Source: an optimization exercise on an open RTL-to-GDS flow (aim: small area, a short achievable clock period and few clock cycles). Production flows keep margins and buffers that such runs may drop. At most, simulation tests tie the RTL to the original design; equivalence was not proved. Power and IR drop assume default switching activity.

==> module demosaic, before the edit <==
module demosaic(clk, reset, in_en, data_in, wr_r, addr_r, wdata_r, rdata_r, wr_g, addr_g, wdata_g, rdata_g, wr_b, addr_b, wdata_b, rdata_b, done);
input clk;
input reset;
input in_en;
input [7:0] data_in;
output reg wr_r;
output reg [13:0] addr_r;
output reg [7:0] wdata_r;
input [7:0] rdata_r;
output reg wr_g;
output reg [13:0] addr_g;
output reg [7:0] wdata_g;
input [7:0] rdata_g;
output reg wr_b;
output reg [13:0] addr_b;
output reg [7:0] wdata_b;
input [7:0] rdata_b;
output reg done;
localparam M_STREAM = 2'd0, M_LAST = 2'd1, M_POST = 2'd2;
reg [1:0] mode;
reg [13:0] pos;
reg pre;          
reg last;         
reg q0, q1, q2;   
reg [7:0] mo_p, mo_q, uo;    
reg [8:0] vr;                
reg [9:0] vm;                
reg [7:0] to_q, me_b;        
reg [8:0] p1, p2;            
reg [7:0] te;                
reg [8:0] w_a, w_b;          
wire [6:0] x = pos[13:7];
wire [6:0] y = pos[6:0];
wire is_r = ~x[0] &  y[0];
wire is_b =  x[0] & ~y[0];
wire is_g = ~(is_r | is_b);
wire [6:0] ym2 = y - 7'd2;
wire [6:0] xb  = x[0] ? x - 7'd2 : x + 7'd2;
wire [13:0] s_addr_r = {is_g ? xb : x, is_r ? y : ym2};
wire [13:0] s_addr_g = {is_b ? xb : x, is_g ? y : ym2};
wire [13:0] s_addr_b = {is_r ? xb : x, is_b ? y : ym2};
wire post = (mode == M_POST) & ~done;
wire [5:0] s  = pos[13:8];
wire [5:0] c6 = pos[5:0];
wire [5:0] sm = s + 6'd1;      
wire [5:0] smp1 = s + 6'd2;
wire [5:0] c6p1 = c6 + 6'd1;
wire [5:0] c6p2 = c6 + 6'd2;
wire fin = q1 & last & (s == 6'd62);
wire [8:0] rl = mo_p + mo_q;
wire [9:0] rd = vm + rdata_b;
wire [7:0] sum_r = q0 ? rl[8:1] : q1 ? vr[8:1] : rd[9:2];
wire [9:0] tg = p1 + p2;
wire [7:0] sum_g = tg[9:2];
wire [8:0] bl = te + rdata_r;
wire [9:0] bd = w_a + w_b;
wire [7:0] sum_b = q0 ? bl[8:1] : q1 ? bd[9:2] : w_b[8:1];
always @(posedge clk or posedge reset) begin
    if (reset) begin
        mode <= M_STREAM;
        done <= 1'b0;
    end else begin
        case (mode)
            M_STREAM: if (in_en && (&pos)) mode <= M_LAST;
            M_LAST:   mode <= M_POST;
            default:  if (post && fin) done <= 1'b1;
        endcase
    end
end
always @(posedge clk) begin
    if (reset) begin
        pos <= 14'd0;
        wr_r <= 1'b0; wr_g <= 1'b0; wr_b <= 1'b0;
    end else if (mode == M_STREAM) begin
        wr_r <= in_en; wr_g <= in_en; wr_b <= in_en;
        if (in_en) pos <= pos + 14'd1;
    end else if (mode == M_LAST) begin
        wr_r <= 1'b0; wr_g <= 1'b0; wr_b <= 1'b0;
        pos <= {6'd0, 2'd0, 6'd63};
        pre <= 1'b1; last <= 1'b0;
        q0 <= 1'b1; q1 <= 1'b0; q2 <= 1'b0;
    end else if (post) begin
        q0 <= q2 | (q1 & last);
        q1 <= q0;
        q2 <= q1 & ~last;
        if (q1 & last) begin
            pos[13:8] <= sm; pre <= 1'b1; last <= 1'b0;
        end
        if (q2) begin
            pre <= 1'b0; pos[5:0] <= c6p1; last <= (c6 == 6'd62);
        end
        wr_r <= (q0 & ~pre) | (q1 & ~last & ~pre) | q2;
        wr_g <= (q0 & ~pre & ~last) | q2;
        wr_b <= (q0 & ~pre & ~last) | (q1 & ~last & ~pre) | q2;
    end else begin
        wr_r <= 1'b0; wr_g <= 1'b0; wr_b <= 1'b0;
    end
end
always @(posedge clk) begin
    if (q0) te <= rdata_r;
    if (q1) begin
        mo_p <= mo_q; mo_q <= rdata_g;
        to_q <= rdata_b;
    end
    if (q2) uo <= rdata_b;
    if (q2) me_b <= rdata_g;
    else if (q0 & pre) me_b <= rdata_b;    
end
always @(posedge clk) begin
    w_b <= q0 ? rdata_r + rdata_g : w_b;
    w_a <= w_b;                         
    vr  <= uo + mo_q;                   
    vm  <= vr + rdata_g;                
    p1  <= me_b + to_q;                 
    p2  <= rdata_r + (q1 ? rdata_b : rdata_g);
end
always @(posedge clk) begin
    if (mode == M_STREAM) begin
        addr_r <= s_addr_r; addr_g <= s_addr_g; addr_b <= s_addr_b;
        wdata_r <= data_in; wdata_g <= data_in; wdata_b <= data_in;
    end else begin
        if (mode[0]) begin
            addr_r <= {7'd1, 7'd126}; addr_g <= {7'd1, 7'd126}; addr_b <= {7'd2, 7'd126};
        end else if (q0) begin
            addr_r <= {sm, 1'b0, c6, 1'b0};
            addr_g <= {sm, 1'b0, c6, 1'b1};
            addr_b <= {s, 1'b1, c6, 1'b1};
        end else if (q1 & ~last) begin
            addr_r <= {s, 1'b1, c6, 1'b1};
            addr_g <= {sm, 1'b0, c6p2, 1'b0};
            addr_b <= {sm, 1'b0, c6, 1'b1};
        end else begin
            addr_r <= {q2 ? s : sm, 1'b1, q2 ? c6p1 : c6, 1'b0};
            addr_g <= {q2 ? s : sm, 1'b1, q2 ? c6p1 : c6, 1'b0};
            addr_b <= {q2 ? sm : smp1, 1'b0, q2 ? c6p1 : c6, 1'b0};
        end
        wdata_r <= sum_r; wdata_g <= sum_g; wdata_b <= sum_b;
    end
end
endmodule
clock: 5.5 ns
lec_check: 0
abc_clock_period_in_ps: 2500
cap_margin: 20
core_margin: 2
core_utilization: 40
cts_buf_list: sky130_fd_sc_hd__clkbuf_8
setup_slack_margin: 3
slew_margin: 20
standard.sh (not shown) runs the stock make flow with config.mk's settings and CLKGATE_MAP_FILE= SYNTH_SCRIPT=/design/flow/synth_recipe.tcl, a recipe that flattens the netlist after the stock synthesis.
==> flow/flow/run.sh <==
#!/bin/bash
# Standard layout, but with small port buffers instead of the delay-cell
# default that buffer_ports picks.
cp standard.sh standard_sh_copy.log
export BUFFER_PORTS_ARGS="-buffer_cell sky130_fd_sc_hd__buf_1"
bash standard.sh > standard.log 2>&1
Testbench counts at the start, summed over its fixed seeds: cycles 457,744.
Next try:
--- a/flow/design.v
+++ b/flow/design.v
@@ -23,13 +23,14 @@
 reg last;         
 reg q0, q1, q2;   
 reg [7:0] mo_p, mo_q, uo;    
 reg [8:0] vr;                
 reg [9:0] vm;                
 reg [7:0] to_q, me_b;        
-reg [8:0] p1, p2;            
+reg [8:0] p1;                
+reg [8:0] gy, gz;            
 reg [7:0] te;                
 reg [8:0] w_a, w_b;          
 wire [6:0] x = pos[13:7];
 wire [6:0] y = pos[6:0];
 wire is_r = ~x[0] &  y[0];
 wire is_b =  x[0] & ~y[0];
@@ -46,14 +47,15 @@
 wire [5:0] smp1 = s + 6'd2;
 wire [5:0] c6p1 = c6 + 6'd1;
 wire [5:0] c6p2 = c6 + 6'd2;
 wire fin = q1 & last & (s == 6'd62);
 wire [8:0] rl = mo_p + mo_q;
 wire [9:0] rd = vm + rdata_b;
+wire [8:0] gzs = rdata_r + rdata_g;    
 wire [7:0] sum_r = q0 ? rl[8:1] : q1 ? vr[8:1] : rd[9:2];
-wire [9:0] tg = p1 + p2;
+wire [9:0] tg = p1 + (q2 ? gy : gz);
 wire [7:0] sum_g = tg[9:2];
 wire [8:0] bl = te + rdata_r;
 wire [9:0] bd = w_a + w_b;
 wire [7:0] sum_b = q0 ? bl[8:1] : q1 ? bd[9:2] : w_b[8:1];
 always @(posedge clk or posedge reset) begin
     if (reset) begin
@@ -104,18 +106,19 @@
     end
     if (q2) uo <= rdata_b;
     if (q2) me_b <= rdata_g;
     else if (q0 & pre) me_b <= rdata_b;    
 end
 always @(posedge clk) begin
-    w_b <= q0 ? rdata_r + rdata_g : w_b;
+    if (q0) w_b <= gzs;
     w_a <= w_b;                         
     vr  <= uo + mo_q;                   
     vm  <= vr + rdata_g;                
     p1  <= me_b + to_q;                 
-    p2  <= rdata_r + (q1 ? rdata_b : rdata_g);
+    gy  <= rdata_r + rdata_b;           
+    gz  <= gzs;                         
 end
 always @(posedge clk) begin
     if (mode == M_STREAM) begin
         addr_r <= s_addr_r; addr_g <= s_addr_g; addr_b <= s_addr_b;
         wdata_r <= data_in; wdata_g <= data_in; wdata_b <= data_in;
     end else begin
Result: Total power came out higher by about a fifth; core utilization came out higher by 0.96 points; final area came out higher by a few percent; clock-buffer cell count came out higher by 24; clock skew came out higher by 0.010 ns; synthesized area came out higher by a few percent; clock power came out higher by well over a third; first-iteration DRC count came out lower by about a fifth; setup slack is worse by 0.0076 ns; routed wire length came out higher by a few percent.
Only the layout flow was run in the second run of this note; the RTL was not checked for function there.

[port drivers added, routing unchanged]
How much do the figures lean on ideal ports? The routed layouts below were timed once more, with nothing changed but the port constraints.
Step 1 sets driving cells, clkbuf_16 on the clock port and buf_2 on the other inputs (assumed; they add their load-dependent delay and slew).
Step 2 times the ports against the registers' clock, not the clock port: input delays grow and output delays shrink by t, the midpoint of the rising clock arrivals with the driver on.
Slacks: ideal ports / drivers / drivers and shift; pairs: ideal ports / drivers.
run | shift t [ns] | setup WS [ns] | worst hold slack (ns)
the first run | 0.520 | 3.031 / 3.045 / 2.525 | 0.404 / 0.404 / 0.404
the second run | 0.573 | 3.023 / 3.023 / 2.513 | 0.396 / 0.396 / 0.396
After both steps setup and hold are still met in every run listed. For the second run, which loses most, drivers alone change the setup slack by 0.000 ns; drivers and shift together by -0.510 ns.
